What follows belongs to an exercise in optimizing a design on an open flow for small area; a production flow would make more cautious choices. In this exercise RTL edits were held to simulation tests only and were not proved equivalent to the original. The clock port is modelled as an ideal driver, which makes a skipped or thinned clock tree look cheaper than it is; a real chip needs a root buffer or a tree. Power is estimated from default activity; no workload was simulated.

==> design.v <==
module led_interface #(
  parameter clock_freq      = 20_000    ,
  parameter blink_period_ms = 100       ,
  parameter pause_before_ms = 1_000     ,
  parameter pause_after_ms  = 1_000     ,
  parameter bits_count      = 8
) (
  input                   clk          ,
  input                   reset        ,
  input  [bits_count-1:0] parallel_code,
  output                  serial_code
);
  logic [10:0] blink;
  logic [ 3:0] grp;
  logic [ 2:0] ph;
  logic [ 7:0] code;     
  logic        blank;    
  wire ph2_is_2  = ( ph == 3'd2 );
  wire blink_end = ( { blink[10:3], blink[1:0] } == 10'd0 );
  wire load      = grp[3] && grp[0] && ph2_is_2 &&
                   ( blink[9:0] == 10'b11_0000_0000 );
  wire wrap      = grp[3] && grp[1] && ph2_is_2;
  always_ff @( posedge clk or posedge reset )
    if ( reset )
      begin
        blink <= 11'b000_0000_1001;
        grp   <= 4'd9;
        ph    <= 3'd3;
        blank <= 1'b1;
      end
    else
      begin
        blink <= { blink[9] , blink[8] && !load, blink[7:3],
                   blink[2] || blink_end, blink[1:0], blink[10] ~^ blink[8] };
        if ( blink_end )
          { grp, ph } <= wrap ? 7'd0 : { grp, ph } + 1'b1;
        if ( load )
          blank <= 1'b0;
      end
  always_ff @( posedge clk )
    if ( load )
      code <= { parallel_code[0], parallel_code[1], parallel_code[2], parallel_code[3],
                parallel_code[4], parallel_code[5], parallel_code[6], parallel_code[7] };
  assign serial_code = !grp[3] && ph[2] &&
                       ( ( !ph[1] && !ph[0] ) || ( code[grp[2:0]] && !blank ) );
endmodule
==> flow/run.sh <==
#!/bin/bash
# Own layout flow: the standard flow (standard.sh), with three hooks.
#  - The standard synthesis runs unchanged (bash standard.sh synth).
#  - After floorplan, every cell is swapped for its family's smallest drive
#    strength (flow/downsize.tcl); later repair steps size up where needed.
#  - Ports are buffered with buf_1 instead of the default buffer.
#  - After CTS, the clock tree is collapsed into one buffer that drives every
#    register (flow/one_clkbuf.tcl).
# Each tool's output goes to a log file in the work folder; ORFS's own logs
# stay under orfs/logs.
set -euo pipefail
W=$(pwd)
bash standard.sh synth > "$W/synth.log" 2>&1
bash standard.sh \
  POST_FLOORPLAN_TCL="$W/flow/downsize.tcl" \
  BUFFER_PORTS_ARGS="-buffer_cell sky130_fd_sc_hd__buf_1" \
  POST_CTS_TCL="$W/flow/one_clkbuf.tcl" \
  finish > "$W/layout.log" 2>&1
==> flow/downsize.tcl <==
# Swap every standard cell for the smallest-area cell of the same family
# (same function and pins, another drive strength).  Run as a hook after a
# step; later repair steps size up again wherever timing, slew or
# capacitance needs it.
set block [ord::get_db_block]
set db [ord::get_db]
set dont_use {}
if { [info exists ::env(DONT_USE_CELLS)] } { set dont_use $::env(DONT_USE_CELLS) }
array set best {}
foreach lib [$db getLibs] {
  foreach m [$lib getMasters] {
    set n [$m getName]
    if { ![regexp {^(sky130_fd_sc_hd__[a-z0-9]+)_([0-9]+)$} $n -> base drive] } { continue }
    if { [lsearch -exact $dont_use $n] >= 0 } { continue }
    set a [expr { [$m getWidth] * [$m getHeight] }]
    if { ![info exists best($base)] || $a < [lindex $best($base) 1] } {
      set best($base) [list $m $a]
    }
  }
}
set swapped 0
foreach inst [$block getInsts] {
  set m [$inst getMaster]
  if { [$inst isFixed] } { continue }
  if { ![regexp {^(sky130_fd_sc_hd__[a-z0-9]+)_([0-9]+)$} [$m getName] -> base drive] } { continue }
  if { ![info exists best($base)] } { continue }
  set nm [lindex $best($base) 0]
  if { [$nm getName] eq [$m getName] } { continue }
  if { [lindex $best($base) 1] < [expr { [$m getWidth] * [$m getHeight] }] } {
    puts "downsize: [$inst getName] [$m getName] -> [$nm getName]"
    $inst swapMaster $nm
    incr swapped
  }
}
puts "downsize: $swapped cells swapped"
==> flow/one_clkbuf.tcl <==
# Run after CTS: collapse the clock tree into one buffer.  Every flip-flop
# clock pin moves onto the root buffer's output net, the other clock buffers
# and the dummy loads CTS added are deleted, and the root buffer becomes
# the smallest buffer that keeps the clock slew in bounds.  All registers then get the clock through the same single
# buffer (no skew is added or used).
set cells {sky130_fd_sc_hd__clkbuf_8 sky130_fd_sc_hd__buf_8 sky130_fd_sc_hd__buf_12 sky130_fd_sc_hd__clkbuf_16 sky130_fd_sc_hd__buf_16}
set block [ord::get_db_block]
set clk_net [$block findNet clk]
set root ""
foreach it [$clk_net getITerms] {
  if { [$it isInputSignal] } { set root [$it getInst] }
}
if { $root eq "" } { error "one_clkbuf: no buffer on net clk" }
set root_out ""
foreach it [$root getITerms] { if { [$it isOutputSignal] } { set root_out [$it getNet] } }
set root_name [$root getName]
puts "one_clkbuf: root $root_name ([[$root getMaster] getName]) drives [$root_out getName]"
# walk the tree below the root
set todo [list $root_out]
set sinks {}
set bufs {}
while { [llength $todo] } {
  set net [lindex $todo 0]
  set todo [lrange $todo 1 end]
  foreach it [$net getITerms] {
    if { ![$it isInputSignal] } { continue }
    set inst [$it getInst]
    set m [[$inst getMaster] getName]
    if { [string match "sky130_fd_sc_hd__clkbuf_*" $m] || [string match "sky130_fd_sc_hd__clkinv_*" $m] || [string match "sky130_fd_sc_hd__buf_*" $m] } {
      set out ""
      foreach o [$inst getITerms] { if { [$o isOutputSignal] && [$o getNet] ne "NULL" } { set out [$o getNet] } }
      if { [string match "sky130_fd_sc_hd__clkinv_*" $m] && $out ne "" } { error "one_clkbuf: inverter [$inst getName] in the clock tree" }
      lappend bufs $inst
      if { $out ne "" } { lappend todo $out }
    } else {
      if { $net ne $root_out } { lappend sinks [list [$inst getName] [[$it getMTerm] getName]] }
    }
  }
}
foreach b $bufs {
  set name [$b getName]
  set out ""
  foreach o [$b getITerms] { if { [$o isOutputSignal] && [$o getNet] ne "NULL" } { set out [$o getNet] } }
  foreach o [$b getITerms] { if { [$o getNet] ne "NULL" && ![$o isOutputSignal] } { $o disconnect } }
  delete_instance $name
  if { $out ne "" } {
    foreach it [$out getITerms] { $it disconnect }
    delete_net [$out getName]
  }
}
foreach s $sinks {
  lassign $s iname pname
  set it [[$block findInst $iname] findITerm $pname]
  if { [$it getNet] ne "NULL" } { $it disconnect }
  $it connect $root_out
}
puts "one_clkbuf: [llength $bufs] buffers/loads removed, [llength $sinks] sinks on $root_name"
set target 0.110
if { [info exists ::env(ONE_CLKBUF_SLEW)] } { set target $::env(ONE_CLKBUF_SLEW) }
foreach cell $cells {
  replace_cell [get_cells $root_name] $cell
  estimate_parasitics -placement
  set worst 0
  foreach s $sinks {
    lassign $s iname pname
    set sl [get_property [get_pins $iname/$pname] slew_max]
    if { $sl > $worst } { set worst $sl }
  }
  puts "one_clkbuf: $cell worst clock pin slew (placement estimate) $worst"
  if { $worst <= $target } { break }
}
# put the buffer at the centre of its sinks and legalise
set sx 0; set sy 0
foreach s $sinks {
  set bb [[$block findInst [lindex $s 0]] getBBox]
  set sx [expr { $sx + ([$bb xMin] + [$bb xMax]) / 2 }]
  set sy [expr { $sy + ([$bb yMin] + [$bb yMax]) / 2 }]
}
set rinst [$block findInst $root_name]
set w [[$rinst getMaster] getWidth]
set h [[$rinst getMaster] getHeight]
$rinst setLocation [expr { $sx / [llength $sinks] - $w / 2 }] [expr { $sy / [llength $sinks] - $h / 2 }]
$rinst setPlacementStatus PLACED
detailed_placement
check_placement
==> standard.sh <==
#!/bin/bash
# synth_recipe.tcl (not shown) runs the flow's synth.tcl, then flattens the netlist and writes it again
# the make line also repeats each setting of config.mk as NAME=value (left out here)
make -C /OpenROAD-flow-scripts/flow DESIGN_CONFIG=/design/flow/config.mk WORK_HOME=/design/flow/orfs CLKGATE_MAP_FILE= SYNTH_SCRIPT=/design/flow/synth_recipe.tcl "${@:-finish}"
==> config.mk <==
export PLATFORM = sky130hd
export DESIGN_NAME = led_interface
export DESIGN_NICKNAME = led_interface
export VERILOG_FILES = /design/flow/design.v
export SDC_FILE = /design/flow/constraint.sdc
export NUM_CORES = 4
export LEC_CHECK = 0
export CAP_MARGIN = 20
export CORE_AREA = 2 2 64 64
export DIE_AREA = 0 0 66 66
export PLACE_DENSITY = 0.8
export SLEW_MARGIN = 20
==> constraint.sdc <==
create_clock -name core_clock -period 6.0 [get_ports {clk}]
set_input_delay 1.2000 -clock core_clock [delete_from_list [all_inputs] [get_ports {clk}]]
set_output_delay 1.2000 -clock core_clock [all_outputs]
set_load 0.01 [all_outputs]
==> impl_metrics.env, run 1 <==
export IMPL_skew_ns=0.00487
export IMPL_synth_xor_area_share_pct=0.758
export IMPL_run_status="finished clean"
export IMPL_arrival_ns=1.78
export IMPL_antenna_found_initial=0
export IMPL_pwr_share_seq_pct=72.5
export IMPL_wl_per_cell_um=12.0
export IMPL_synthesis_nets=99
export IMPL_holdCritPathClass="reg -> reg"
export IMPL_grt_use_met1_pct=15.8
export IMPL_syn_mean_instance_area_sq_um=13.4
export IMPL_cts_sinks=27
export IMPL_fp_coreArea_sq_um=3690
export IMPL_yosysSeqAreaShare_pct=62.7
export IMPL_synth_cells_most_frequent="dfrtp_1, edfxtp_1, dfstp_2, nand2_1"
export IMPL_synth_flop_cell="dfrtp_1"
export IMPL_tightestPinTransition_ns=0.707
export IMPL_syn_inst=86
export IMPL_cp_slowest_cell="dfstp_2"
export IMPL_switchingPower_uw=43.3
export IMPL_p_total_uw=261
export IMPL_max_freq_ghz=0.336
export IMPL_drive_gt1_share_pct=9.68
export IMPL_die_width_um=66
export IMPL_vias=665
export IMPL_crit_type="reg -> out"
export IMPL_rsz0062_at_grt="false"
export IMPL_relSlewSlack_pct=52.8
export IMPL_grt_pass1_vias=651
export IMPL_drt_iter0_drc=80
export IMPL_p_leak_nw=0.473
export IMPL_synthMuxAreaShare_pct=4.98
export IMPL_worstPathRequired_ns=4.80
export IMPL_hold_viol=0
export IMPL_die_area_sq_um=4360
export IMPL_whs_ns=0.386
export IMPL_grt_pass1_wl_um=3050
export IMPL_grt_max_degree=28
export IMPL_setup_violations=0
export IMPL_drtPass1Iterations=5
export IMPL_grt_remaining_overflow=0
export IMPL_area_growth_pct=3.90
export IMPL_vdd_drop_max_uv=110
export IMPL_p_int_uw=218
export IMPL_synth_top_family_by_area="simple AND/OR/NAND/NOR gates"
export IMPL_sw_frac_of_total_pct=16.6
export IMPL_fin_nets=108
export IMPL_start_util_pct=31.3
export IMPL_n_antenna_cell=0
export IMPL_grt_use_total_pct=10.7
export IMPL_final_util_pct=32.6
export IMPL_io_buffers=10
export IMPL_synth_area_leaders="dfrtp_1, edfxtp_1, dfstp_2"
export IMPL_synth_seq_cells=27
export IMPL_startpoint_type="register"
export IMPL_via_per_inst=4.72
export IMPL_grt_use_met3_pct=2.04
export IMPL_cpLargestDelayFamily="flip-flops"
export IMPL_grt_use_met2_pct=16.7
export IMPL_tns_ns=0
export IMPL_finalCritPeriodShare_pct=49.6
export IMPL_synthSimpleGateAreaFrac_pct=15.7
export IMPL_syn_area_sq_um=1160
export IMPL_synth_most_common_cell="dfrtp_1"
export IMPL_ant_nets=0
export IMPL_die_h_um=66
export IMPL_ys_types=35
export IMPL_post_dp_hpwl_um=1290
export IMPL_yosysTopAreaCell="dfrtp_1"
export IMPL_maxSlewViolCount=0
export IMPL_synth_edf_count=8
export IMPL_drt_total_wl_um=1690
export IMPL_comb_power_share_pct=1.7
export IMPL_synth_compound_area_share_pct=8.12
export IMPL_yosys_warnings=1
export IMPL_clk_pin_slew_ns=0.09
export IMPL_gp_congestion=0.830
export IMPL_powerDensity_nw_per_um2=218
export IMPL_cap_violations=0
export IMPL_io_pins=11
export IMPL_top_usage_layer="met2"
export IMPL_crit_path_max_incr_delay_ns=0.64
export IMPL_crit_path_end_kind="primary output"
export IMPL_p_clk_share_pct=25.8
export IMPL_synthAdderAreaFrac_pct=3.25
export IMPL_worst_path_buf_inv=1
export IMPL_synthArstFlopShare_pct=70.4
export IMPL_drcViolationCount=0
export IMPL_yosysTopAreaCellShare_pct=26.0
export IMPL_period_needed_ns=2.98
export IMPL_crit_chain="mux4_2 -> a2bb2oi_1 -> a21oi_1 -> nor3b_1 -> buf_1"
export IMPL_critPathMaxFanout=9
export IMPL_insertion_delay_ns=0.13
export IMPL_rows=22
cell usage in the layout, fill, tap and decap left out, drive strengths merged:
master / Yosys / routed
nand4b: 1 / 1
o21ai: 5 / 5
a21oi: 5 / 5
nor3b: 1 / 1
nand3: 3 / 3
nand4: 1 / 1
nor2b: 1 / 1
o32a: 1 / 1
nand2: 7 / 7
a41oi: 1 / 1
nand2b: 1 / 1
mux2: 1 / 1
and2: 2 / 2
nor3: 2 / 2
mux4: 1 / 1
and4b: 1 / 1
a2bb2oi: 1 / 1
mux2i: 2 / 2
dfrtp: 12 / 12
edfxtp: 8 / 8
ha: 3 / 3
a31oi: 2 / 2
and3: 3 / 3
dfstp: 7 / 7
nor4: 1 / 1
buf: 2 / 11
and3b: 1 / 1
nor2: 3 / 3
inv: 4 / 4
xnor2: 1 / 1
worst paths after layout:
kind	from	end	slack [ns]	cells after the start
max in group asynchronous	reset	ph[2]$_DFFE_PP0N_	4.41	2
worst min-delay path	blink[4]$_DFF_PP0_	blink[5]$_DFF_PP0_	0.39	0
worst min register to register	blink[4]$_DFF_PP0_	blink[5]$_DFF_PP0_	0.39	0
min in group asynchronous	reset	blink[5]$_DFF_PP0_	1.14	2
worst max register to register	ph[1]$_DFFE_PP1N_	code[0]$_DFFE_PP_	4.24	4
worst max-delay path	grp[0]$_DFFE_PP1N_	serial_code	3.02	5
power groups by stage:
stage	registers [mW]	logic, mW	clock network, mW
2_1_floorplan	0.193	0.00188	0
3_3_place_gp	0.193	0.00433	0
3_5_place_dp	0.193	0.00466	0
5_1_grt	0.190	0.00526	0.0773
6_report	0.190	0.00446	0.0674
worst reg2reg max path: cells and delay by family (launching register included):
family,cells,cell delay [ns]
adders and majority gates,1,0.14
DFF,1,0.56
and+or+nand+nor,2,0.47
buffers and inverters,1,0.28
kinds of logic (layout without fill, tap and decap cells):
family / count (synthesis) / in the layout
and+or+nand+nor: 28 / 28
DFF: 27 / 27
AOI/OAI and AO/OA: 15 / 15
buffers and inverters: 8 / 15
muxes: 4 / 4
adders and majority gates: 3 / 3
xor gates and xnor gates: 1 / 1
per-layer routing:
metal  up-vias  routed length [um]
met5         -                   0
met4         0                  16
met3         2                  57
met2        10                 841
met1       329                 776
li1        324                   -
flip-flops by register name, summed over array words and instances (netlist names):
register / count
blink: 11
code: 8
grp: 4
ph: 3
blank: 1
cell type report:
class / instances / area, sq um
Fill cell: 380 / 2490
Multi-Input combinational cell: 51 / 344
Sequential cell: 27 / 724
Tap cell: 48 / 60.1
Timing Repair Buffer: 10 / 37.5
Inverter: 4 / 15.0
Clock buffer: 1 / 20.0
per-stage QoR:
stage | cell area (sq um) | setup WS, ns | std cells
global placement | 1180 | 3.21 | 140
finish | 1200 | 3.02 | 141
detailed placement | 1180 | 3.18 | 140
global route | 1200 | 2.94 | 141
floorplan | 1160 | 3.35 | 86
==> inputs of run 2 (changes only) <==
--- a/design.v
+++ b/design.v
@@ -15,5 +15,5 @@
   logic [ 2:0] ph;
   logic [ 7:0] code;     
-  logic        blank;    
+  logic        armed;    
   wire ph2_is_2  = ( ph == 3'd2 );
   wire blink_end = ( { blink[10:3], blink[1:0] } == 10'd0 );
@@ -21,4 +21,5 @@
                    ( blink[9:0] == 10'b11_0000_0000 );
   wire wrap      = grp[3] && grp[1] && ph2_is_2;
+  wire ph_last   = ( ph == 3'd7 );
   always_ff @( posedge clk or posedge reset )
     if ( reset )
@@ -27,5 +28,5 @@
         grp   <= 4'd9;
         ph    <= 3'd3;
-        blank <= 1'b1;
+        armed <= 1'b0;
       end
     else
@@ -34,7 +35,15 @@
                    blink[2] || blink_end, blink[1:0], blink[10] ~^ blink[8] };
         if ( blink_end )
-          { grp, ph } <= wrap ? 7'd0 : { grp, ph } + 1'b1;
+          begin
+            ph[0]  <= !ph[0] && !wrap;
+            ph[1]  <= ( ph[1] ^ ph[0] ) && !wrap;
+            ph[2]  <= ph[2] ^ ( ph[1] && ph[0] );
+            grp[0] <= grp[0] ^ ph_last;
+            grp[1] <= ( grp[1] ^ ( ph_last && grp[0] ) ) && !wrap;
+            grp[2] <= grp[2] ^ ( ph_last && grp[1] && grp[0] );
+            grp[3] <= ( grp[3] ^ ( ph_last && grp[2] && grp[1] && grp[0] ) ) && !wrap;
+          end
         if ( load )
-          blank <= 1'b0;
+          armed <= 1'b1;
       end
   always_ff @( posedge clk )
@@ -43,4 +52,4 @@
                 parallel_code[4], parallel_code[5], parallel_code[6], parallel_code[7] };
   assign serial_code = !grp[3] && ph[2] &&
-                       ( ( !ph[1] && !ph[0] ) || ( code[grp[2:0]] && !blank ) );
+                       ( ( !ph[1] && !ph[0] ) || ( code[grp[2:0]] && armed ) );
 endmodule
==> flow/run.sh (replaced) <==
#!/bin/bash
# Own layout flow: the standard flow (standard.sh) with these changes.
#  - Synthesis is the standard flow's script with an area-oriented ABC script and no
#    ha/fa extraction (flow/synth_area.tcl); registers and names unchanged.
#  - After floorplan, every cell is swapped for its family's smallest drive
#    strength (flow/downsize.tcl); later repair steps size up where needed.
#  - Ports are buffered with buf_1 instead of the default buffer.
#  - After CTS, the clock tree is collapsed into one buffer that drives every
#    register (flow/one_clkbuf.tcl).
# Each step's output goes to a log file in the work folder; ORFS's own logs
# stay under orfs/logs.
set -euo pipefail
W=$(pwd)
bash standard.sh SYNTH_SCRIPT="$W/flow/synth_area.tcl" synth > "$W/synth.log" 2>&1
bash standard.sh \
  POST_FLOORPLAN_TCL="$W/flow/downsize.tcl" \
  BUFFER_PORTS_ARGS="-buffer_cell sky130_fd_sc_hd__buf_1" \
  POST_CTS_TCL="$W/flow/one_clkbuf.tcl" \
  finish > "$W/layout.log" 2>&1
==> flow/abc_area.script (new file) <==
strash
dc2
dch -f
amap
strash
dc2
dch -f
amap
topo
dnsize
==> flow/synth_area.tcl (new file) <==
# The standard flow's synthesis script (synth_recipe.tcl, in the work folder) with two
# changes for area: ABC maps with flow/abc_area.script (area-oriented amap)
# instead of ORFS's speed script, and half/full adders are left to ABC instead
# of being extracted as ha/fa cells.  Flip-flop mapping, flattening and
# renaming are the standard flow's own, so the registers keep their standard names and
# cell types.
set flow_dir [file dirname [file normalize [info script]]]
set ::area_abc_script [file join $flow_dir abc_area.script]
proc abc {args} {
  set i [lsearch -exact $args -script]
  if { $i >= 0 } { set args [lreplace $args [expr {$i + 1}] [expr {$i + 1}] $::area_abc_script] }
  yosys abc {*}$args
}
proc extract_fa {args} { puts "extract_fa skipped: adders are left to ABC" }
source [file join [file dirname $flow_dir] synth_recipe.tcl]
==> run 2 against run 1 <==
  * Still clean on timing, DRC and antenna
  * First-iteration DRC count decreased by 61%
  * Worst setup slack better by 0.20 ns
  * Maximum frequency is 7.1% higher
  * Wire length fell by 4.1%
  * Critical path depth grew 1
  * Clock power increased by 5.0%
  * Final cell count down 5.0%
  * Flip-flop and latch count did not move
  * Die area did not move
  * Critical path type unchanged
  * Critical endpoint unchanged
  * Largest cell class unchanged
==> impl_metrics.env, run 2 <==
export IMPL_synth_xor_area_share_pct=0
export IMPL_rsz0062_at_grt="false"
export IMPL_gp_congestion=0.871
export IMPL_syn_inst=74
export IMPL_grt_remaining_overflow=0
export IMPL_yosys_warnings=1
export IMPL_place_inst=133
export IMPL_p_leak_nw=0.384
export IMPL_fp_coreArea_sq_um=3690
export IMPL_insertion_delay_ns=0.13
export IMPL_area_growth_pct=12.9
export IMPL_grt_max_degree=28
export IMPL_top_regs="blink (11), code (8), grp (4)"
export IMPL_synthAdderAreaFrac_pct=0
export IMPL_regArea_sq_um=723
export IMPL_finalCritPeriodShare_pct=46.3
export IMPL_max_freq_ghz=0.360
export IMPL_synth_cells_most_frequent="dfrtp_1, edfxtp_1, nor2_1, clkinv_1, nand2_1"
export IMPL_sw_frac_of_total_pct=17.6
export IMPL_r2r_start="blink[6]$_DFF_PP0_"
export IMPL_io_pins=11
export IMPL_grt_use_total_pct=9.65
export IMPL_arrival_ns=1.58
export IMPL_wl_per_cell_um=12.1
export IMPL_comb_power_share_pct=1.7
export IMPL_crit_type="reg -> out"
export IMPL_synth_seq_cells=27
export IMPL_synth_most_common_cell="dfrtp_1"
export IMPL_synth_flop_cell="dfrtp_1"
export IMPL_syn_area_sq_um=971
export IMPL_relSlewSlack_pct=48.9
export IMPL_multiInputGateArea_sq_um=221
export IMPL_synthArstFlopShare_pct=70.4
export IMPL_drtPass1Iterations=4
export IMPL_switchingPower_uw=46.7
export IMPL_die_h_um=66
export IMPL_cts_sinks=27
export IMPL_yosysSeqAreaShare_pct=74.5
export IMPL_vdd_drop_max_uv=143
export IMPL_start_util_pct=26.3
export IMPL_setup_violations=0
export IMPL_cp_slowest_cell="dfrtp_1"
export IMPL_grt_pass1_wl_um=2690
export IMPL_p_int_uw=218
export IMPL_drt_iter0_drc=31
export IMPL_hold_viol=0
export IMPL_worstPathRequired_ns=4.80
export IMPL_layout_common_cells="dfrtp_1, buf_1, nor2_1, edfxtp_1"
export IMPL_synth_top_family_by_area="simple AND/OR/NAND/NOR gates"
export IMPL_vias=625
export IMPL_clk_pin_slew_ns=0.10
export IMPL_antenna_found_initial=0
export IMPL_powerDensity_nw_per_um2=242
export IMPL_whs_ns=0.393
export IMPL_tightestPinTransition_ns=0.756
export IMPL_fin_nets=98
export IMPL_p_total_uw=265
export IMPL_ys_types=19
export IMPL_synthesis_nets=84
export IMPL_final_common_cell="dfrtp_1"
export IMPL_drt_total_wl_um=1620
export IMPL_r2r_end="grp[3]$_DFFE_PP1N_"
export IMPL_largest_reg_flops=11
export IMPL_largest_register="blink"
export IMPL_fillers=383
export IMPL_skew_ns=0.00357
export IMPL_crit_path_max_incr_delay_ns=0.46
export IMPL_synth_compound_area_share_pct=10.7
export IMPL_hold_depth=0
export IMPL_yosysTopAreaCell="dfrtp_1"
export IMPL_p_clk_share_pct=26.8
export IMPL_run_status="finished clean"
export IMPL_grt_use_met3_pct=1.53
export IMPL_grt_use_met2_pct=15.9
export IMPL_synthMuxAreaShare_pct=0
export IMPL_via_per_inst=4.66
export IMPL_synth_area_leaders="dfrtp_1, edfxtp_1, dfstp_2"
export IMPL_syn_mean_instance_area_sq_um=13.1
export IMPL_synth_edf_count=8
export IMPL_min_from="blink[1]$_DFF_PP0_"
export IMPL_ant_nets=0
export IMPL_pwr_share_seq_pct=71.6
export IMPL_grt_pass1_vias=602
export IMPL_yosysTopAreaCellShare_pct=33.5
export IMPL_grt_use_met1_pct=13.7
export IMPL_drcViolationCount=0
export IMPL_die_width_um=66
export IMPL_r2r_cells=11
export IMPL_synthSimpleGateAreaFrac_pct=12.1
export IMPL_holdPathEnd="blink[2]$_DFF_PP0_"
export IMPL_layout_cells_non_filler=134
export IMPL_crit_path_end_kind="primary output"
export IMPL_maxSlewViolCount=0
export IMPL_tns_ns=0
export IMPL_die_area_sq_um=4360
export IMPL_crit_chain="clkinv_1 -> a221oi_1 -> o21ai_0 -> a31oi_1 -> nor2_1 -> buf_1"
export IMPL_post_dp_hpwl_um=1200
export IMPL_critPathMaxFanout=7
export IMPL_r2r_slack_ns=3.42
export IMPL_startpoint_type="register"
export IMPL_top_usage_layer="met2"
export IMPL_drive_gt1_share_pct=9.30
export IMPL_n_antenna_cell=0
export IMPL_rows=22
export IMPL_io_buffers=10
export IMPL_period_needed_ns=2.78
export IMPL_cap_violations=0
export IMPL_holdCritPathClass="reg -> reg"
-- run 2: cells by family after synthesis --
logic type             count (synthesis)
DFF                                   27
and+or+nand+nor                       25
AOI/OAI and AO/OA                     15
buffers and inverters                  7
-- run 2: through the flow --
| step | utilization, % | cell area [sq um] | worst slack [ns] |
|---|---|---|---|
| 3_5_place_dp | 29.2 | 1080 | 3.39 |
| 6_report | 29.7 | 1100 | 3.22 |
| 5_1_grt | 29.7 | 1100 | 2.98 |
| 3_3_place_gp | 29.2 | 1080 | 3.46 |
| 2_1_floorplan | - | 971 | 3.65 |
-- run 2: power by group through the flow --
stage / Clock, mW / Combinational (mW) / Sequential, mW
floorplan: 0 / 0.00188 / 0.193
global route: 0.0767 / 0.00534 / 0.190
global placement: 0 / 0.00442 / 0.193
detailed placement: 0 / 0.00473 / 0.193
finish: 0.0708 / 0.00441 / 0.190
-- run 2: worst max-delay path by stage --
stage	slack, ns	endpoint	cells after the start	from
floorplan	3.65	serial_code	5	grp[0]$_DFFE_PP1N_
global placement	3.46	serial_code	6	grp[0]$_DFFE_PP1N_
detailed placement	3.39	serial_code	6	grp[0]$_DFFE_PP1N_
global route	2.98	grp[3]$_DFFE_PP1N_	11	blink[6]$_DFF_PP0_
finish	3.22	serial_code	6	grp[2]$_DFFE_PP0N_
-- run 2: layout make-up --
cell class | instances | share of cell area [%]
inverter | 7 | 2.40
multi-input combinational | 40 | 20.2
tap | 48 | 5.48
sequential | 27 | 66.0
clock buffer | 1 | 1.83
timing repair buffer | 11 | 4.11
-- run 2: worst max-delay path, delay by kind of cell, from the launching register on --
| kind | cells | cell delay, ns |
|---|---|---|
| AO/OA/AOI/OAI | 3 | 0.62 |
| flip-flops | 1 | 0.46 |
| buffers and inverters | 2 | 0.30 |
| AND/OR/NAND/NOR | 1 | 0.06 |
-- run 2: metal layers --
| metal | part of all wire (%) | up-vias |
|---|---|---|
| met1 | 42 | 296 |
| li1 | - | 291 |
| met5 | 0 | - |
| met3 | 6.9 | 4 |
| met4 | 1.5 | 0 |
| met2 | 49 | 34 |
==> inputs of run 3 (changes only) <==
--- a/design.v
+++ b/design.v
@@ -11,9 +11,15 @@
   output                  serial_code
 );
-  logic [10:0] blink;
-  logic [ 3:0] grp;
-  logic [ 2:0] ph;
+  localparam [10:0] BLINK_RST = 11'b000_0000_1001;
+  localparam [ 3:0] GRP_RST   = 4'd9;
+  localparam [ 2:0] PH_RST    = 3'd3;
+  logic [10:0] blink_q;
+  logic [ 3:0] grp_q;
+  logic [ 2:0] ph_q;
   logic [ 7:0] code;     
   logic        armed;    
+  wire [10:0] blink = blink_q ^ BLINK_RST;
+  wire [ 3:0] grp   = grp_q   ^ GRP_RST;
+  wire [ 2:0] ph    = ph_q    ^ PH_RST;
   wire ph2_is_2  = ( ph == 3'd2 );
   wire blink_end = ( { blink[10:3], blink[1:0] } == 10'd0 );
@@ -22,25 +28,28 @@
   wire wrap      = grp[3] && grp[1] && ph2_is_2;
   wire ph_last   = ( ph == 3'd7 );
+  wire [10:0] blink_next = { blink[9] , blink[8] && !load, blink[7:3],
+                             blink[2] || blink_end, blink[1:0], blink[10] ~^ blink[8] };
+  wire [ 2:0] ph_next  = { ph[2] ^ ( ph[1] && ph[0] ),
+                           ( ph[1] ^ ph[0] ) && !wrap,
+                           !ph[0] && !wrap };
+  wire [ 3:0] grp_next = { ( grp[3] ^ ( ph_last && grp[2] && grp[1] && grp[0] ) ) && !wrap,
+                           grp[2] ^ ( ph_last && grp[1] && grp[0] ),
+                           ( grp[1] ^ ( ph_last && grp[0] ) ) && !wrap,
+                           grp[0] ^ ph_last };
   always_ff @( posedge clk or posedge reset )
     if ( reset )
       begin
-        blink <= 11'b000_0000_1001;
-        grp   <= 4'd9;
-        ph    <= 3'd3;
-        armed <= 1'b0;
+        blink_q <= '0;
+        grp_q   <= '0;
+        ph_q    <= '0;
+        armed   <= 1'b0;
       end
     else
       begin
-        blink <= { blink[9] , blink[8] && !load, blink[7:3],
-                   blink[2] || blink_end, blink[1:0], blink[10] ~^ blink[8] };
+        blink_q <= blink_next ^ BLINK_RST;
         if ( blink_end )
           begin
-            ph[0]  <= !ph[0] && !wrap;
-            ph[1]  <= ( ph[1] ^ ph[0] ) && !wrap;
-            ph[2]  <= ph[2] ^ ( ph[1] && ph[0] );
-            grp[0] <= grp[0] ^ ph_last;
-            grp[1] <= ( grp[1] ^ ( ph_last && grp[0] ) ) && !wrap;
-            grp[2] <= grp[2] ^ ( ph_last && grp[1] && grp[0] );
-            grp[3] <= ( grp[3] ^ ( ph_last && grp[2] && grp[1] && grp[0] ) ) && !wrap;
+            grp_q <= grp_next ^ GRP_RST;
+            ph_q  <= ph_next  ^ PH_RST;
           end
         if ( load )
==> flow/abc_area.script (replaced) <==
strash
dch
amap
strash
dc2
dch -f
amap
topo
dnsize
--- a/config.mk
+++ b/config.mk
@@ -6,7 +6,8 @@
 export NUM_CORES = 4
 export LEC_CHECK = 0
-export CAP_MARGIN = 20
+export CAP_MARGIN = 5
 export CORE_AREA = 2 2 64 64
 export DIE_AREA = 0 0 66 66
-export PLACE_DENSITY = 0.8
-export SLEW_MARGIN = 20
+export GPL_TIMING_DRIVEN = 0
+export PLACE_DENSITY = 0.95
+export SLEW_MARGIN = 5
==> run 3 against run 2 <==
  * Clock power shrank 3%
  * Sequential share of layout area is essentially flat
  * Combinational power shrank 2%
  * Flip-flop and latch count is the same
  * Maximum frequency shrank 6.3%
  * Cell area shrank 1.0%
  * Synthesized area shrank 1.0%
  * Via count shrank 4.2%
  * Still clean on timing, DRC and antenna
  * Clock-buffer cell count is the same
  * Final cell count shrank 0.75%
  * Die area is the same
==> impl_metrics.env, run 3 <==
export IMPL_run_status="finished clean"
export IMPL_top_regs="blink_q (11), code (8), grp_q (4)"
export IMPL_synth_most_common_cell="dfrtp_1"
export IMPL_vdd_drop_max_uv=222
export IMPL_holdCritPathClass="reg -> reg"
export IMPL_fin_nets=97
export IMPL_wl_per_cell_um=11.2
export IMPL_yosys_warnings=1
export IMPL_clk_pin_slew_ns=0.10
export IMPL_max_freq_ghz=0.337
export IMPL_n_antenna_cell=0
export IMPL_relSlewSlack_pct=34.8
export IMPL_antenna_found_initial=0
export IMPL_cap_violations=0
export IMPL_syn_inst=74
export IMPL_rows=22
export IMPL_final_area_sq_um=1080
export IMPL_grt_max_degree=28
export IMPL_skew_ns=0.00217
export IMPL_startpoint_type="register"
export IMPL_cts_sinks=27
export IMPL_syn_area_sq_um=961
export IMPL_crit_path_max_incr_delay_ns=0.49
export IMPL_worstPathRequired_ns=4.80
export IMPL_insertion_delay_ns=0.13
export IMPL_die_area_sq_um=4360
export IMPL_grt_use_total_pct=8.96
export IMPL_multiInputGateArea_sq_um=214
export IMPL_synth_area_leaders="dfrtp_1, edfxtp_1, clkinv_1"
export IMPL_drive_gt1_share_pct=2.35
export IMPL_area_growth_pct=12.9
export IMPL_vias=599
export IMPL_final_common_cell="dfrtp_1"
export IMPL_drt_total_wl_um=1500
export IMPL_die_width_um=66
export IMPL_ys_types=18
export IMPL_regArea_sq_um=716
export IMPL_largest_register="blink_q"
export IMPL_layout_common_cells="dfrtp_1, clkinv_1, buf_1"
export IMPL_syn_mean_instance_area_sq_um=13.0
export IMPL_drtPass1Iterations=5
export IMPL_io_pins=11
export IMPL_synth_seq_cells=27
export IMPL_crit_path_end_kind="primary output"
export IMPL_largest_reg_flops=11
export IMPL_drt_iter0_drc=47
export IMPL_powerDensity_nw_per_um2=242
export IMPL_ant_nets=0
export IMPL_hold_depth=0
export IMPL_cp_slowest_cell="dfrtp_1"
export IMPL_r2r_cells=11
export IMPL_die_h_um=66
export IMPL_io_buffers=10
export IMPL_critPathMaxFanout=7
export IMPL_fp_coreArea_sq_um=3690
export IMPL_gp_congestion=0.707
export IMPL_synth_cells_most_frequent="dfrtp_1, clkinv_1, nor2_1, edfxtp_1"
export IMPL_crit_chain="clkinv_1 -> a221oi_1 -> o21ai_0 -> a32oi_1 -> nor3_1 -> buf_1"
export IMPL_post_dp_hpwl_um=1120
export IMPL_drcViolationCount=0
export IMPL_synthesis_nets=84
export IMPL_synth_edf_count=8
export IMPL_setup_violations=0
export IMPL_yosysTopAreaCellShare_pct=49.5
export IMPL_synthArstFlopShare_pct=70.4
export IMPL_tns_ns=0
export IMPL_start_util_pct=26.1
export IMPL_maxSlewViolCount=0
export IMPL_p_total_uw=263
export IMPL_grt_remaining_overflow=0
export IMPL_grt_pass1_wl_um=2590
export IMPL_arrival_ns=1.76
export IMPL_yosysSeqAreaShare_pct=74.5
export IMPL_finalCritPeriodShare_pct=49.4
export IMPL_p_leak_nw=0.421
export IMPL_r2r_slack_ns=3.52
export IMPL_rsz0062_at_grt="false"
export IMPL_yosysTopAreaCell="dfrtp_1"
export IMPL_fillers=386
export IMPL_postPlaceCellArea_sq_um=1060
export IMPL_synth_flop_cell="dfrtp_1"
export IMPL_period_needed_ns=2.96
export IMPL_via_per_inst=4.50
export IMPL_crit_type="reg -> out"
export IMPL_grt_pass1_vias=587
export IMPL_hold_viol=0
export IMPL_tightestPinTransition_ns=0.970
## run 3: cell types whose count changed after synthesis, sizes merged, moves of 3 or more
cell	delta
clkinv	+3
nand2	-3
dfstp	-6
dfrtp	+6
## run 3: cell families (layout without fill, tap and decap cells)
family	after synthesis	count (layout)	share of synthesized area [%]
AND/OR/NAND/NOR	23	23	11.1
buffers and inverters	10	21	3.91
flip-flops	27	27	74.5
AO/OA/AOI/OAI	14	14	10.5
## run 3: final cells by class
| type | instances | share of cell area (%) |
|---|---|---|
| flip-flops and latches | 27 | 66.0 |
| multi-input cells | 37 | 19.7 |
| well taps | 48 | 5.54 |
| repair buffers | 10 | 3.46 |
| inverters | 10 | 3.46 |
| clock buffers | 1 | 1.85 |
## run 3: critical path, delay by kind of cell, from the launching register on
family	cells	cell delay [ns]
DFF	1	0.49
AOI/OAI and AO/OA	3	0.72
buffers and inverters	2	0.33
and+or+nand+nor	1	0.09
## run 3: layer usage
metal / global-route usage (%) / wire length (um) / share of wire, % / up-vias
li1: - / - / - / 289
met1: 11.9 / 656 / 44 / 272
met2: 15.0 / 682 / 46 / 32
met3: 1.36 / 118 / 7.9 / 6
met4: 2.81 / 38 / 2.5 / 0
met5: 0 / 0 / 0 / -
## run 3: final timing paths
check	start	endpoint
setup / recovery	grp_q[2]$_DFFE_PP0N_	serial_code
setup reg to reg	blink_q[1]$_DFF_PP0_	grp_q[3]$_DFFE_PP0N_
max in group asynchronous	reset	armed$_DFFE_PP0P_
hold reg to reg	blink_q[4]$_DFF_PP0_	blink_q[5]$_DFF_PP0_
min in group asynchronous	reset	ph_q[2]$_DFFE_PP0N_
hold / removal	blink_q[4]$_DFF_PP0_	blink_q[5]$_DFF_PP0_
## run 3: report_power, final
part / switching [mW] / total, mW / internal, mW
logic: 0.00295 / 0.00430 / 0.00135
clock network: 0.0417 / 0.0689 / 0.0272
registers: 0 / 0.189 / 0.189
## run 3: metrics by stage
stage	setup WS (ns)	std cells	utilization (%)	hold slack, ns
2_1_floorplan	3.65	74	-	0.354
3_3_place_gp	3.34	132	28.7	0.360
3_5_place_dp	3.26	132	28.9	0.367
5_1_grt	2.85	133	29.4	0.398
6_report	3.04	133	29.4	0.388
==> inputs of run 4 (changes only) <==
--- a/flow/one_clkbuf.tcl
+++ b/flow/one_clkbuf.tcl
@@ -56,5 +56,5 @@
 }
 puts "one_clkbuf: [llength $bufs] buffers/loads removed, [llength $sinks] sinks on $root_name"
-set target 0.110
+set target 0.135
 if { [info exists ::env(ONE_CLKBUF_SLEW)] } { set target $::env(ONE_CLKBUF_SLEW) }
 foreach cell $cells {
==> run 4 against run 3 <==
  * Cell area is 0.46% lower
  * Maximum frequency is 0.37% lower
  * Synthesized area stayed put
  * Flip-flop and latch count stayed put
  * Clock skew is 0.0013 ns higher
  * Clock-buffer cell count stayed put
  * Via count is 1.7% lower
  * Critical path type unchanged
  * Critical endpoint unchanged
  * Largest power group unchanged
==> impl_metrics.env, run 4 <==
export IMPL_yosys_warnings=1
export IMPL_start_util_pct=26.1
export IMPL_drtPass1Iterations=4
export IMPL_p_clk_share_pct=23.4
export IMPL_vias=589
export IMPL_wl_per_cell_um=11.0
export IMPL_relSlewSlack_pct=34.3
export IMPL_die_area_sq_um=4360
export IMPL_via_per_inst=4.43
export IMPL_fp_coreArea_sq_um=3690
export IMPL_vdd_drop_max_uv=196
export IMPL_largest_register="blink_q"
export IMPL_rsz0062_at_grt="false"
export IMPL_r2r_end="grp_q[3]$_DFFE_PP0N_"
export IMPL_crit_chain="clkinv_1 -> a221oi_1 -> o21ai_0 -> a32oi_1 -> nor3_1 -> buf_1"
export IMPL_hold_viol=0
export IMPL_startpoint="grp_q[2]$_DFFE_PP0N_"
export IMPL_drcViolationCount=0
export IMPL_synth_seq_cells=27
export IMPL_clk_pin_slew_ns=0.13
export IMPL_drt_iter0_drc=45
export IMPL_yosysTopAreaCellShare_pct=49.5
export IMPL_grt_remaining_overflow=0
export IMPL_area_growth_pct=12.4
export IMPL_grt_pass1_vias=587
export IMPL_synth_edf_count=8
export IMPL_cp_slowest_cell="dfrtp_1"
export IMPL_run_status="finished clean"
export IMPL_grt_use_total_pct=8.96
export IMPL_cts_sinks=27
export IMPL_insertion_delay_ns=0.15
export IMPL_io_pins=11
export IMPL_comb_power_share_pct=1.7
export IMPL_drt_total_wl_um=1460
export IMPL_io_buffers=10
export IMPL_grt_pass1_wl_um=2590
export IMPL_layout_cells_non_filler=133
export IMPL_finalCritPeriodShare_pct=49.6
export IMPL_cpLargestDelayFamily="compound AO/OA/AOI/OAI gates"
export IMPL_place_inst=132
export IMPL_synthesis_nets=84
export IMPL_top_regs="blink_q (11), code (8), grp_q (4)"
export IMPL_crit_path_max_incr_delay_ns=0.50
export IMPL_synth_area_leaders="dfrtp_1, edfxtp_1, clkinv_1"
export IMPL_die_h_um=66
export IMPL_powerDensity_nw_per_um2=234
export IMPL_r2r_cells=11
export IMPL_holdCritPathClass="reg -> reg"
export IMPL_drive_gt1_share_pct=2.35
export IMPL_gp_congestion=0.707
export IMPL_setup_violations=0
export IMPL_startpoint_type="register"
export IMPL_period_needed_ns=2.97
export IMPL_crit_type="reg -> out"
export IMPL_pwr_share_seq_pct=74.9
export IMPL_tightestPinTransition_ns=0.978
export IMPL_synth_cells_most_frequent="dfrtp_1, clkinv_1, nor2_1, edfxtp_1"
export IMPL_r2r_start="blink_q[1]$_DFF_PP0_"
export IMPL_synth_most_common_cell="dfrtp_1"
export IMPL_critPathMaxFanout=7
export IMPL_grt_max_degree=28
export IMPL_cap_violations=0
export IMPL_arrival_ns=1.77
export IMPL_max_freq_ghz=0.336
export IMPL_synth_flop_cell="dfrtp_1"
export IMPL_sw_frac_of_total_pct=17.0
export IMPL_synthArstFlopShare_pct=70.4
export IMPL_die_width_um=66
export IMPL_worst_path_buf_inv=2
export IMPL_fin_nets=97
export IMPL_yosysTopAreaCell="dfrtp_1"
export IMPL_critPathCapture="serial_code"
export IMPL_largest_reg_flops=11
export IMPL_r2r_slack_ns=3.51
export IMPL_ys_types=18
export IMPL_cp_depth=6
export IMPL_post_dp_hpwl_um=1120
export IMPL_worstPathRequired_ns=4.80
export IMPL_ant_nets=0
export IMPL_skew_ns=0.00347
export IMPL_yosysSeqAreaShare_pct=74.5
export IMPL_final_util_pct=29.3
export IMPL_syn_area_sq_um=961
export IMPL_layout_common_cells="dfrtp_1, clkinv_1, buf_1"
export IMPL_final_common_cell="dfrtp_1"
export IMPL_p_int_uw=210
export IMPL_crit_path_end_kind="primary output"
export IMPL_tns_ns=0
export IMPL_syn_inst=74
export IMPL_n_antenna_cell=0
export IMPL_rows=22
export IMPL_syn_mean_instance_area_sq_um=13.0
export IMPL_p_leak_nw=0.419
export IMPL_antenna_found_initial=0
export IMPL_maxSlewViolCount=0
export IMPL_switchingPower_uw=43.0
-- run 4: cell counts after synthesis --
No cell type changed its count.
-- run 4: metrics by stage --
| stage | hold slack, ns | area [sq um] | total power [mW] | setup WS [ns] |
|---|---|---|---|---|
| 6_report | 0.394 | 1080 | 0.253 | 3.03 |
| 2_1_floorplan | 0.354 | 961 | 0.195 | 3.65 |
| 3_5_place_dp | 0.367 | 1060 | 0.198 | 3.26 |
| 3_3_place_gp | 0.360 | 1060 | 0.198 | 3.34 |
| 5_1_grt | 0.406 | 1080 | 0.261 | 2.81 |
-- run 4: area by class of cell --
class	count	area, sq um
inverters	10	37.5
multi-input cells	37	214
clock buffers	1	15.0
well taps	48	60.1
flip-flops and latches	27	716
fillers	386	2610
repair buffers	10	37.5
-- run 4: logic make-up (layout without fill, tap and decap cells) --
group,Yosys count,after routing,synth area share [%]
flip-flops,27,27,74.5
AND/OR/NAND/NOR,23,23,11.1
AO/OA/AOI/OAI,14,14,10.5
buffers and inverters,10,21,3.91
-- run 4: worst min-delay path by stage --
stage,startpoint,end,slack [ns],cells after the start
floorplan,blink_q[5]$_DFF_PP0_,blink_q[6]$_DFF_PP0_,0.35,0
global placement,blink_q[7]$_DFF_PP0_,blink_q[8]$_DFF_PP0_,0.36,0
finish,blink_q[4]$_DFF_PP0_,blink_q[5]$_DFF_PP0_,0.39,0
detailed placement,blink_q[5]$_DFF_PP0_,blink_q[6]$_DFF_PP0_,0.37,0
global route,blink_q[4]$_DFF_PP0_,blink_q[5]$_DFF_PP0_,0.41,0
-- run 4: power groups by stage --
| stage | Clock [mW] | Combinational, mW | Sequential [mW] |
|---|---|---|---|
| after floorplan | 0 | 0.00192 | 0.193 |
| after global placement | 0 | 0.00446 | 0.193 |
| after detailed placement | 0 | 0.00450 | 0.193 |
| after global routing | 0.0661 | 0.00536 | 0.189 |
| final | 0.0592 | 0.00427 | 0.189 |
-- run 4: metal layers --
| metal | vias to the layer above | routed length (um) | track usage (%) |
|---|---|---|---|
| li1 | 289 | - | - |
| met1 | 271 | 646 | 11.9 |
| met2 | 23 | 685 | 15.0 |
| met3 | 6 | 86 | 1.36 |
| met4 | 0 | 38 | 2.81 |
| met5 | - | 0 | 0 |

==> static timing again, ports no longer ideal <==
No port has a modelled driver above. Below, the same layouts with a new extraction and two added sets of constraints.
Step 1: set_driving_cell puts a clkbuf_16 on clk and a buf_2 on each other input, an assumption about the parent block.
Step 2, shift: input delay + t, output delay - t, t = (earliest + latest rising clock arrival at the registers) / 2. This alone moves slack from input paths to output paths.
Three values: ideal, step 1, step 2; two values: the first two.
run	t (ns)	slack for setup (ns)	slew at the worst register clock pin (ns)	worst slew at a driven data input, ns	pins driven straight from the clock port
run 1	0.158	3.025 / 2.995 / 3.152	0.09 / 0.09	0.03	1
run 2	0.162	3.223 / 3.194 / 3.355	0.10 / 0.10	0.03	1
run 3	0.157	3.036 / 3.009 / 3.166	0.10 / 0.10	0.04	1
run 4	0.170	3.025 / 3.000 / 3.170	0.13 / 0.13	0.04	1
After both steps setup and hold are still met in every run listed.
